Source: an optimization exercise on an open RTL-to-GDS flow (aim: small area). Production flows keep margins and buffers that such runs may drop.
In this exercise RTL edits were held to simulation tests only and were not proved equivalent to the original.

==> flow/design.v (outline; a module is shown in full before it is edited, if it fits) <==
// module mac_fa: 4 lines
// module mac_ha: 4 lines
// module mrfm_dsp: 699 lines
module mrfm_dsp
  (input clock,
   input reset,
   input enable,
   input serial_strobe,
   input [6:0] serial_addr,
   input [31:0] serial_data,
   input [11:0] rx_a_a,
   input [11:0] rx_b_a,
   output [15:0] adc_out,
   output [15:0] filt_out,
   output strobe_out);
  // ...
==> flow/run.sh <==
#!/bin/bash
# synth_recipe.tcl (not shown) runs the flow's synth.tcl, then flattens the netlist and writes it again
# the make line also repeats each setting of config.mk as NAME=value (left out here)
make -C /OpenROAD-flow-scripts/flow DESIGN_CONFIG=/design/flow/config.mk WORK_HOME=/design/flow/orfs CLKGATE_MAP_FILE= SYNTH_SCRIPT=/design/flow/synth_recipe.tcl finish
==> flow/config.mk <==
export PLATFORM = sky130hd
export DESIGN_NAME = mrfm_dsp
export DESIGN_NICKNAME = mrfm_dsp
export VERILOG_FILES = /design/flow/design.v
export SDC_FILE = /design/flow/constraint.sdc
export NUM_CORES = 4
export LEC_CHECK = 0
export ABC_AREA = 1
export CAP_MARGIN = 20
export CORE_MARGIN = 2
export CORE_UTILIZATION = 65
export CTS_CLUSTER_DIAMETER = 90
export CTS_CLUSTER_SIZE = 22
export PLACE_DENSITY = 0.8
export SLEW_MARGIN = 20
export SYNTH_HIERARCHICAL = 1
export SYNTH_MINIMUM_KEEP_SIZE = 0
==> flow/constraint.sdc <==
create_clock -name core_clock -period 10.0 [get_ports {clock}]
set_input_delay 2.0000 -clock core_clock [delete_from_list [all_inputs] [get_ports {clock}]]
set_output_delay 2.0000 -clock core_clock [all_outputs]
set_load 0.01 [all_outputs]
==> results.tsv, run 1 <==
stage	metric	value	unit
min_path	hold_path_class	flip-flop to flip-flop	
layout	clkCellAreaFrac	2.47	%
synth	synth_top_area_share	31.7	%
sta	rsz0062_at_grt	false	
setup_path	path_buf_inv	5	
sta	final-setup-viol-count	0	
outcome	run_status	timing/DRC/antenna clean	
synth	synth.most_common_cell	nand2_1	
clock_network	htree_levels	1	
min_path	hp-start	adc0[13]$_DFF_P_	
detailed_routing	drtAntennaViolNets	0	
setup_path	critPathKind	primary input to flip-flop	
synth	netlist_top_cells_count	nand2_1 (652), edfxtp_1 (375), xor2_1 (315)	
setup_path	r2r-end	acc[47]$_DFF_P_	
place	hpwl	80500	um
synth	yosys.area_share.simple	12.5	%
sta	final.setup.tns	0	ns
synth	ys_async_sr_fraction	0	%
global_routing	grt.met2_usage	62.0	%
floorplan	well_tap_count	696	
sta	hold_ws	0.439	ns
global_routing	grt_antenna_before_repair	0	
synth	syn_inst	3604	
global_routing	busiest_layer	met2	
clock_network	cts.reportedPaths.clkPinSlew	0.09	ns
layout	seq_share	36.4	%
layout	finish.utilization	70.9	%
layout	filler_cell_count	3937	
synth	synthesis.area	0.0355	mm^2
setup_path	worstReg2RegStart	phase[0]$_SDFFE_PP0P_	
==> run 2: changes to the inputs <==
--- a/flow/design.v
+++ b/flow/design.v
@@ -110,91 +110,88 @@
       if (reset | (wr_coeff & (caddr == 4'd8)))  c8  <= cdata;
       if (reset | (wr_coeff & (caddr == 4'd9)))  c9  <= cdata;
       if (reset | (wr_coeff & (caddr == 4'd10))) c10 <= cdata;
       if (reset | (wr_coeff & (caddr == 4'd11))) c11 <= cdata;
    end
    reg [23:0] cread;
    always @*
      case (phase)
-       4'd0:  cread = c1;
        4'd1:  cread = c2;
        4'd2:  cread = c3;
        4'd3:  cread = c4;
        4'd4:  cread = c5;
        4'd6:  cread = c7;
        4'd7:  cread = c8;
        4'd8:  cread = c9;
        4'd9:  cread = c10;
        4'd10: cread = c11;
        default: cread = 24'd0;
      endcase
    reg [23:0] cq;
    always @(posedge clock)
      cq <= cread;
-   reg [15:0] x0, x1, x2;        
+   reg [15:0] x1, x2;            
    reg [23:0] y1a, y1b;          
    reg [23:0] y2a, y2b;          
    reg [49:0] acc;
    wire [23:0] scaled;
    reg         v1, v2;
    always @(posedge clock)
      if (reset) begin
         v1 <= 1'b0;
         v2 <= 1'b0;
      end else if (phase == 4'd14) begin
         v1 <= 1'b1;
         v2 <= v1;
      end
    always @(posedge clock)
      if (phase == 4'd0) begin
-        x0 <= adc0;
-        x1 <= x0;
+        x1 <= adc0;
         x2 <= x1;
      end
    always @(posedge clock)
      if (phase == 4'd7) begin
         y1a <= scaled;
         y1b <= y1a;
      end
    always @(posedge clock)
      if (phase == 4'd14) begin
         y2a <= scaled;
         y2b <= y2a;
      end
    assign filt_out = y2a[23:8] & {16{v1}};
-   wire        s_x2  = (phase == 4'd1) & v2;
-   wire        s_x1  = (phase == 4'd2) & v1;
-   wire        s_x0  = (phase == 4'd3);
+   wire        s_x2  = (phase == 4'd0) & v2 | (phase == 4'd2) & v1;
+   wire        s_x1  = (phase == 4'd3);
    wire        s_y1b = ((phase == 4'd4) | (phase == 4'd7)) & v2 | (phase == 4'd8) & v1;
    wire        s_y1a = (phase == 4'd5) & v1 | (phase == 4'd9);
    wire        s_y2b = (phase == 4'd10) & v2;
    wire        s_y2a = (phase == 4'd11) & v1;
-   wire [23:0] opa = ({24{s_x2}} & {x2, 8'd0}) | ({24{s_x1}} & {x1, 8'd0}) | ({24{s_x0}} & {x0, 8'd0})
+   wire [23:0] opa = ({24{s_x2}} & {x2, 8'd0}) | ({24{s_x1}} & {x1, 8'd0})
                    | ({24{s_y1b}} & y1b) | ({24{s_y1a}} & y1a)
                    | ({24{s_y2b}} & y2b) | ({24{s_y2a}} & y2a);
+   wire [23:0] opb = (phase == 4'd0) ? c1 : cq;
    wire [49:0] sum;
-   wire [49:0] accin = (phase == 4'd1) ? 50'h2000002000000 :
-                       (phase == 4'd7) ? 50'h1aaaaad000000 : acc;
-   wire [24:0] m_bb = {cq, 1'b0};
+   wire [49:0] accin = ((phase == 4'd0) | (phase == 4'd7)) ? 50'h1aaaaad000000 : acc;
+   wire [24:0] m_bb = {opb, 1'b0};
    wire [11:0] m_one, m_two, m_neg;
    wire [24:0] m_pp [0:11];
    genvar      m_i, m_j;
    generate for (m_i = 0; m_i < 12; m_i = m_i + 1) begin : g_booth
       assign m_neg[m_i] = m_bb[2*m_i+2];
       assign m_one[m_i] = m_bb[2*m_i+1] ^ m_bb[2*m_i];
       assign m_two[m_i] = (m_bb[2*m_i+2] & ~m_bb[2*m_i+1] & ~m_bb[2*m_i])
                         | (~m_bb[2*m_i+2] & m_bb[2*m_i+1] & m_bb[2*m_i]);
       assign m_pp[m_i][0] = (m_one[m_i] & opa[0]) ^ m_neg[m_i];
       for (m_j = 1; m_j < 24; m_j = m_j + 1) begin : g_pp
          assign m_pp[m_i][m_j] = ((m_one[m_i] & opa[m_j]) | (m_two[m_i] & opa[m_j-1])) ^ m_neg[m_i];
       end
       assign m_pp[m_i][24] = ~((m_one[m_i] | m_two[m_i]) & opa[23] ^ m_neg[m_i]);
    end endgenerate
-   wire        m_wrap = (opa == 24'h800000) & (cq == 24'h800000);
+   wire        m_wrap = (opa == 24'h800000) & (opb == 24'h800000);
    wire m_s1, m_c1; mac_ha m_h1(.a(m_pp[0][22]), .b(m_pp[1][20]), .s(m_s1), .co(m_c1));
    wire m_s2, m_c2; mac_ha m_h2(.a(m_pp[0][23]), .b(m_pp[1][21]), .s(m_s2), .co(m_c2));
    wire m_s3, m_c3; mac_ha m_h3(.a(m_pp[0][24]), .b(m_pp[1][22]), .s(m_s3), .co(m_c3));
    wire m_s4, m_c4; mac_ha m_h4(.a(m_pp[0][14]), .b(m_pp[1][12]), .s(m_s4), .co(m_c4));
    wire m_s5, m_c5; mac_ha m_h5(.a(m_pp[0][15]), .b(m_pp[1][13]), .s(m_s5), .co(m_c5));
    wire m_s6, m_c6; mac_fa m_f6(.a(m_pp[0][16]), .b(m_pp[1][14]), .c(m_pp[2][12]), .s(m_s6), .co(m_c6));
    wire m_s7, m_c7; mac_ha m_h7(.a(m_pp[3][10]), .b(m_pp[4][8]), .s(m_s7), .co(m_c7));
    wire m_s8, m_c8; mac_fa m_f8(.a(m_pp[0][17]), .b(m_pp[1][15]), .c(m_pp[2][13]), .s(m_s8), .co(m_c8));
==> results.tsv, run 2 <==
stage	metric	value	unit	change
layout	area_growth	7.96	%	was 7.59%
place	place_congestion	1.01		about the same
detailed_routing	routedWlPerCell	26.1	um	was 26.2 um
layout	largest_register_ffs	50		unchanged
layout	stdcell_area	0.0379	mm^2	was 0.0382 mm^2
layout	drive_gt1_share	7.60	%	was 5.88%
sta	fmax	109	MHz	about the same
synth	synth.most_common_cell	nand2_1		unchanged
setup_path	path_common_cell	ha_1		unchanged
synth	synthesis.area	0.0351	mm^2	was 0.0355 mm^2
place	hpwl	80900	um	was 80500 um
synth	yosysSeqAreaShare	38.4	%	was 39.1%
detailed_routing	route.met2.wl	52300	um	was 51000 um
setup_path	slowest_stage	clkdlybuf4s50_1		unchanged
global_routing	grt_antenna_before_repair	1		was 0
setup_path	endpoint_kind	flip-flop		unchanged
setup_path	critPathMaxStageDelay	0.41	ns	was 0.39 ns
floorplan	start_util	65.6	%	was 65.9%
floorplan	die_x	237	um	was 238 um
clock_network	post_cts_resized	0		unchanged
place	portBuffers	99		unchanged
sta	hold_viol_final	0		unchanged
sta	relSlewSlack	17.2	%	was 26.7%
synth	synth_area_leaders	edfxtp_1 (31%), fa_1 (16%), xor2_1 (7.6%)		was edfxtp_1 (32%), fa_1 (16%), xor2_1 (7.8%)
outcome	run_status	timing/DRC/antenna clean		unchanged
sta	fin_ws	0.854	ns	was 0.816 ns
detailed_routing	firstDrtPassIters	7		was 10
setup_path	crit_required	10.36	ns	was 10.39 ns
synth	synth-edff-count	362		was 375
synth	avgSynthCellArea	9.80	um^2	was 9.86 um^2
min_path	hold_path_class	flip-flop to flip-flop		unchanged
clock_network	cts_buffer_depth	3		unchanged
synth	ys_async_sr_fraction	0	%	unchanged
sta	layout_min_cycle_time	9.15	ns	was 9.18 ns
setup_path	critPathArrivalTime	9.51	ns	was 9.58 ns
global_routing	grt_max_degree	52		was 65
clock_network	cts_hold_buf	0		unchanged
synth	synth_top_area_share	30.9	%	was 31.7%
global_routing	grt_pass1_vias	29100		was 28800
clock_network	htree_levels	1		unchanged
setup_path	cp_max_fo	25		was 20
floorplan	core	0.0536	mm^2	was 0.0539 mm^2
floorplan	die-area	0.0559	mm^2	was 0.0566 mm^2
detailed_routing	drtAntennaViolNets	0		unchanged
layout	layout.nets	4096		was 4100
floorplan	die_h	237	um	was 238 um
clock_network	cts.reportedPaths.clkPinSlew	0.09	ns	about the same
sta	final.setup.tns	0	ns	unchanged
detailed_routing	wl_met1	39500	um	was 41800 um
global_routing	grt_pass1_wl	171000	um	about the same
layout	final_cell_mix	nand2_1 (593), edfxtp_1 (362), xor2_1 (305)		was nand2_1 (652), edfxtp_1 (375), xor2_1 (315)
layout	final_common_cell	nand2_1		unchanged
layout	top_register	acc		unchanged
global_routing	grtUsageTotal	40.2	%	was 40.0%
synth	yosys.area.top_type	edfxtp_1		unchanged
sta	rsz0062_at_grt	false		unchanged
sta	min_period_over_period	91.5	%	was 91.8%
detailed_routing	vias	28500		was 28600
detailed_routing	top_layer	met4		unchanged
global_routing	gr-total-overflow	0		unchanged
clock_network	clock_sinks	494		was 507
synth	synth_flop_cell	edfxtp_1		unchanged
floorplan	io_pins	100		unchanged
flow_run	max_cap_violations	0		unchanged
detailed_routing	wl_met3	12400	um	was 12300 um
clock_network	clockRootBuffer	clkbuf_16		unchanged
setup_path	critPathKind	primary input to flip-flop		unchanged
synth	syn_nets	4088		was 4104
synth	synth.distinct_cells	56		was 59
synth	netlist_top_cells_count	nand2_1 (595), edfxtp_1 (362), xor2_1 (305)		was nand2_1 (652), edfxtp_1 (375), xor2_1 (315)
detailed_routing	vias_per_cell	6.61		was 6.62
clock_network	cts_buffers	29		was 30
detailed_routing	drtIter0Drc	3679		was 3793
synth	synth-seq-cells	494		was 507
floorplan	rows	85		unchanged
synth	syn_inst	3588		was 3604
sta	drv_slew	0		unchanged
setup_path	crit_path_start_kind	primary input		unchanged
sta	tightest_slew	1.24	ns	was 1.10 ns
sta	skew	0.0447	ns	was 0.0391 ns
clock_network	cts_tree	built		unchanged
detailed_routing	drc	0		unchanged
sta	final-setup-viol-count	0		unchanged
clock_network	post_cts_buffers	0		unchanged
sta	hold_ws	0.440	ns	was 0.439 ns
detailed_routing	wl	113000	um	about the same
place	place_ws	0.322	ns	was 0.306 ns
clock_network	insertion_delay	0.64	ns	was 0.65 ns
synth	ys_warn_count	7		unchanged
place	place_area	0.0370	mm^2	was 0.0373 mm^2
## run 2: cells by family after synthesis
logic type,Yosys count,synth area share [%]
compound gates,714,12.7
xor+xnor,329,8.20
fa+ha+maj,433,21.3
buf+inv,516,5.88
flops,494,38.4
mux,10,0.285
simple gates,1092,13.2
## run 2: through the flow
step,utilization (%),instances
floorplan,-,3588
global placement,69.1,4261
detailed placement,69.1,4261
CTS,70.8,4315
global route,70.8,4316
finish,70.8,4316
## run 2: final timing paths
| path | from | endpoint | slack, ns | cells past startpoint |
|---|---|---|---|---|
| max reg2reg | phase[0]$_SDFFE_PP0P_ | acc[47]$_DFF_P_ | 1.21 | 32 |
| min | adc0[5]$_DFF_P_ | x1[5]$_DFFE_PP_ | 0.44 | 0 |
| min reg2reg | adc0[5]$_DFF_P_ | x1[5]$_DFFE_PP_ | 0.44 | 0 |
| max | serial_addr[5] | y1a[23]$_DFFE_PN_ | 0.85 | 43 |
## run 2: layout make-up
class                           count  area [um^2]
Inverter                          279         1050
Multi-Input combinational cell   2578        19700
Clock buffer                       47          793
Sequential cell                   494        13500
Tap cell                          696          871
Antenna cell                        1         2.50
Timing Repair Buffer              214         1890
Fill cell                        3966        15700
Clock inverter                      7         95.1
## run 2: critical path, delay by kind of cell
family / cells / cell delay (ns)
simple gates: 15 / 2.07
fa+ha+maj: 23 / 4.34
buf+inv: 2 / 0.65
compound gates: 3 / 0.42
## run 2: per-module statistics from Yosys, one instance, submodules excluded
module / area (um^2) / flip-flops and latches / copies in the design / cells
mrfm_dsp: 28500 / 494 / 1 / 3222
mac_fa: 20.0 / 0 / 276 / 1
mac_ha: 12.5 / 0 / 90 / 1
## run 2: metal layers
metal	track usage (%)	vias up
met4	25.1	0
li1	-	12300
met3	9.91	531
met5	0	-
met1	49.0	13600
met2	64.8	2005
==> run 3: changes to the inputs <==
--- a/flow/config.mk
+++ b/flow/config.mk
@@ -8,10 +8,9 @@
 export ABC_AREA = 1
 export CAP_MARGIN = 20
 export CORE_MARGIN = 2
-export CORE_UTILIZATION = 65
-export CTS_CLUSTER_DIAMETER = 90
-export CTS_CLUSTER_SIZE = 22
-export PLACE_DENSITY = 0.8
+export CORE_UTILIZATION = 50
+export CTS_CLUSTER_DIAMETER = 100
+export CTS_CLUSTER_SIZE = 26
 export SLEW_MARGIN = 20
 export SYNTH_HIERARCHICAL = 1
 export SYNTH_MINIMUM_KEEP_SIZE = 0
==> results.tsv, run 3 <==
stage	metric	value	unit	change
synth	synth_top_area_share	30.9	%	unchanged
synth	ys_warn_count	7		unchanged
synth	netlist_top_cells_count	nand2_1 (595), edfxtp_1 (362), xor2_1 (305)		unchanged
place	place_congestion	0.926		was 1.01
clock_network	htree_levels	1		unchanged
sta	hold_viol_final	0		unchanged
synth	synth.distinct_cells	56		unchanged
floorplan	die_x	269	um	was 237 um
floorplan	rows	97		was 85
sta	min_period_over_period	91.7	%	was 91.5%
clock_network	clockRootBuffer	clkbuf_16		unchanged
setup_path	endpoint_kind	flip-flop		unchanged
sta	drv_slew	0		unchanged
setup_path	critPathMaxStageDelay	0.93	ns	was 0.41 ns
clock_network	cts_buffers	27		was 29
synth	syn_nets	4088		unchanged
detailed_routing	drtIter0Drc	2516		was 3679
sta	tightest_slew	1.20	ns	was 1.24 ns
floorplan	start_util	50.4	%	was 65.6%
layout	layout.nets	4079		was 4096
setup_path	cp_top_family	adder cells		unchanged
clock_network	post_cts_resized	0		unchanged
setup_path	crit_required	10.55	ns	was 10.36 ns
detailed_routing	wl	115000	um	was 113000 um
layout	stdcell_area	0.0382	mm^2	was 0.0379 mm^2
layout	area_growth	8.64	%	was 7.96%
sta	skew	0.0261	ns	was 0.0447 ns
min_path	hold_path_class	flip-flop to flip-flop		unchanged
setup_path	crit_path_start_kind	flip-flop		was primary input
global_routing	gr-total-overflow	0		unchanged
synth	synth_area_leaders	edfxtp_1 (31%), fa_1 (16%), xor2_1 (7.6%)		unchanged
floorplan	die_h	269	um	was 237 um
sta	final-setup-viol-count	0		unchanged
detailed_routing	vias	27400		was 28500
clock_network	cts_hold_buf	0		unchanged
layout	drive_gt1_share	7.31	%	was 7.60%
clock_network	post_cts_buffers	0		unchanged
outcome	run_status	timing/DRC/antenna clean		unchanged
setup_path	cp_max_fo	30		was 25
setup_path	rrSetupSlack	0.83	ns	was 1.21 ns
place	portBuffers	99		unchanged
synth	avgSynthCellArea	9.80	um^2	unchanged
global_routing	busiest_layer	met2		unchanged
detailed_routing	vias_per_cell	6.04		was 6.61
synth	syn_inst	3588		unchanged
sta	relSlewSlack	19.5	%	was 17.2%
detailed_routing	drc	0		unchanged
synth	yosysSeqAreaShare	38.4	%	unchanged
global_routing	grtUsageTotal	31.5	%	was 40.2%
detailed_routing	firstDrtPassIters	7		unchanged
global_routing	grt_pass1_wl	174000	um	was 171000 um
place	hpwl	82700	um	was 80900 um
clock_network	clock_sinks	494		unchanged
sta	fmax	109	MHz	about the same
synth	synth-edff-count	362		unchanged
synth	synth.most_common_cell	nand2_1		unchanged
flow_run	max_cap_violations	0		unchanged
synth	ys_async_sr_fraction	0	%	unchanged
synth	synth_flop_cell	edfxtp_1		unchanged
layout	top_register	acc		unchanged
synth	synth-seq-cells	494		unchanged
global_routing	grt_antenna_before_repair	2		was 1
clock_network	insertion_delay	0.63	ns	was 0.64 ns
global_routing	grt_max_degree	52		unchanged
global_routing	grt.met2_usage	52.4	%	was 64.8%
floorplan	core	0.0698	mm^2	was 0.0536 mm^2
global_routing	grt_use_met1	40.1	%	was 49.0%
setup_path	path_common_cell	nand2_1		was ha_1
layout	final_cell_mix	nand2_1 (595), edfxtp_1 (362), xor2_1 (305)		was nand2_1 (593), edfxtp_1 (362), xor2_1 (305)
floorplan	die-area	0.0724	mm^2	was 0.0559 mm^2
clock_network	cts_buffer_depth	3		unchanged
setup_path	critPathArrivalTime	9.72	ns	was 9.51 ns
global_routing	grt_pass1_vias	28300		was 29100
sta	final.setup.tns	0	ns	unchanged
layout	final_common_cell	nand2_1		unchanged
sta	layout_min_cycle_time	9.17	ns	was 9.15 ns
floorplan	io_pins	100		unchanged
synth	synthesis.area	0.0351	mm^2	unchanged
clock_network	cts_tree	built		unchanged
place	place_area	0.0372	mm^2	was 0.0370 mm^2
clock_network	cts.reportedPaths.clkPinSlew	0.10	ns	was 0.09 ns
global_routing	grtUsageMet3	4.27	%	was 9.91%
sta	rsz0062_at_grt	false		unchanged
setup_path	path_buf_inv	5		was 2
layout	largest_register_ffs	50		unchanged
setup_path	critPathKind	flip-flop to flip-flop		was primary input to flip-flop
synth	yosys.area.top_type	edfxtp_1		unchanged
detailed_routing	routedWlPerCell	25.4	um	was 26.1 um
setup_path	slowest_stage	or2_1		was clkdlybuf4s50_1
detailed_routing	drtAntennaViolNets	0		unchanged
## run 3: changes by cell type in the layout (fill, tap and decap cells not counted), sizes merged
cell / delta
clkinv: +3
inv: -1
clkbuf: -7
buf: -15
bufinv: +1
## run 3: per-module statistics from Yosys, one instance, submodules excluded
module | cells inside | cell area, um^2 | flip-flops and latches
mac_ha | 1 | 12.5 | 0
mac_fa | 1 | 20.0 | 0
mrfm_dsp | 3222 | 28500 | 494
## run 3: routing by layer
layer | up-vias | share of wire, %
li1 | 12300 | -
met1 | 13500 | 39
met2 | 1260 | 48
met3 | 356 | 6.8
met4 | 2 | 6.1
met5 | - | 0.011
## run 3: layout make-up
| class | count | area, um^2 |
|---|---|---|
| Antenna cell | 1 | 2.50 |
| Clock buffer | 40 | 734 |
| Clock inverter | 10 | 195 |
| Fill cell | 6325 | 31600 |
| Inverter | 279 | 1050 |
| Multi-Input combinational cell | 2578 | 19700 |
| Sequential cell | 494 | 13500 |
| Tap cell | 940 | 1180 |
| Timing Repair Buffer | 199 | 1770 |
## run 3: final timing paths
| check | start | to | depth (start not counted) |
|---|---|---|---|
| max | phase[0]$_SDFFE_PP0P_ | acc[47]$_DFF_P_ | 33 |
| min | adc0[10]$_DFF_P_ | x1[10]$_DFFE_PP_ | 0 |
| max reg2reg | phase[0]$_SDFFE_PP0P_ | acc[47]$_DFF_P_ | 33 |
| min reg2reg | adc0[10]$_DFF_P_ | x1[10]$_DFFE_PP_ | 0 |
## run 3: cell families after synthesis
logic type / Yosys count / share of synthesized area (%)
AO/OA/AOI/OAI: 714 / 12.7
flip-flops: 494 / 38.4
multiplexers: 10 / 0.285
XOR/XNOR: 329 / 8.20
AND/OR/NAND/NOR: 1092 / 13.2
buffers and inverters: 516 / 5.88
adder cells (fa/ha/maj): 433 / 21.3
## run 3: metrics by stage
step           std cells  hold slack, ns  worst slack, ns  util, %
2_1_floorplan       3588           0.405             1.71        -
4_1_cts             4540           0.441            0.919     54.7
5_1_grt             4541           0.456            0.279     54.7
3_3_place_gp        4490           0.415            0.335     53.4
6_report            4541           0.443            0.830     54.7
3_5_place_dp        4490           0.420            0.262     53.4
## run 3: worst register-to-register path: cells and delay by family, from the launching register on
| family | cells | cell delay (ns) |
|---|---|---|
| AO/OA/AOI/OAI | 5 | 1.26 |
| XOR/XNOR | 2 | 0.38 |
| adder cells (fa/ha/maj) | 8 | 3.14 |
| buffers and inverters | 5 | 1.18 |
| flip-flops | 1 | 0.35 |
| AND/OR/NAND/NOR | 13 | 2.78 |

port drivers added, routing unchanged:
The results above use ideal ports. As a check the final layouts listed here were re-extracted and re-timed, cells and wires unchanged. Step 1: set_driving_cell puts a clkbuf_16 on clock and a buf_2 on each other input, an assumption about the parent block. Step 2 times the ports against the registers' clock, not the clock port: input delays grow and output delays shrink by t, the midpoint of the rising clock arrivals with the driver on. Three values: no drivers, after step 1, after step 2; two values: the first two.
run	t, ns	slack for setup (ns)	worst register clock-pin slew, ns
run 1	0.701	0.816 / 0.859 / 0.158	0.09 / 0.09
run 2	0.676	0.854 / 0.888 / 0.212	0.10 / 0.10
run 3	0.679	0.830 / 0.830 / 0.235	0.10 / 0.10
After both steps every run listed still meets setup and hold. For run 1, which loses most, drivers alone change the setup slack by +0.043 ns; drivers and shift together by -0.658 ns.
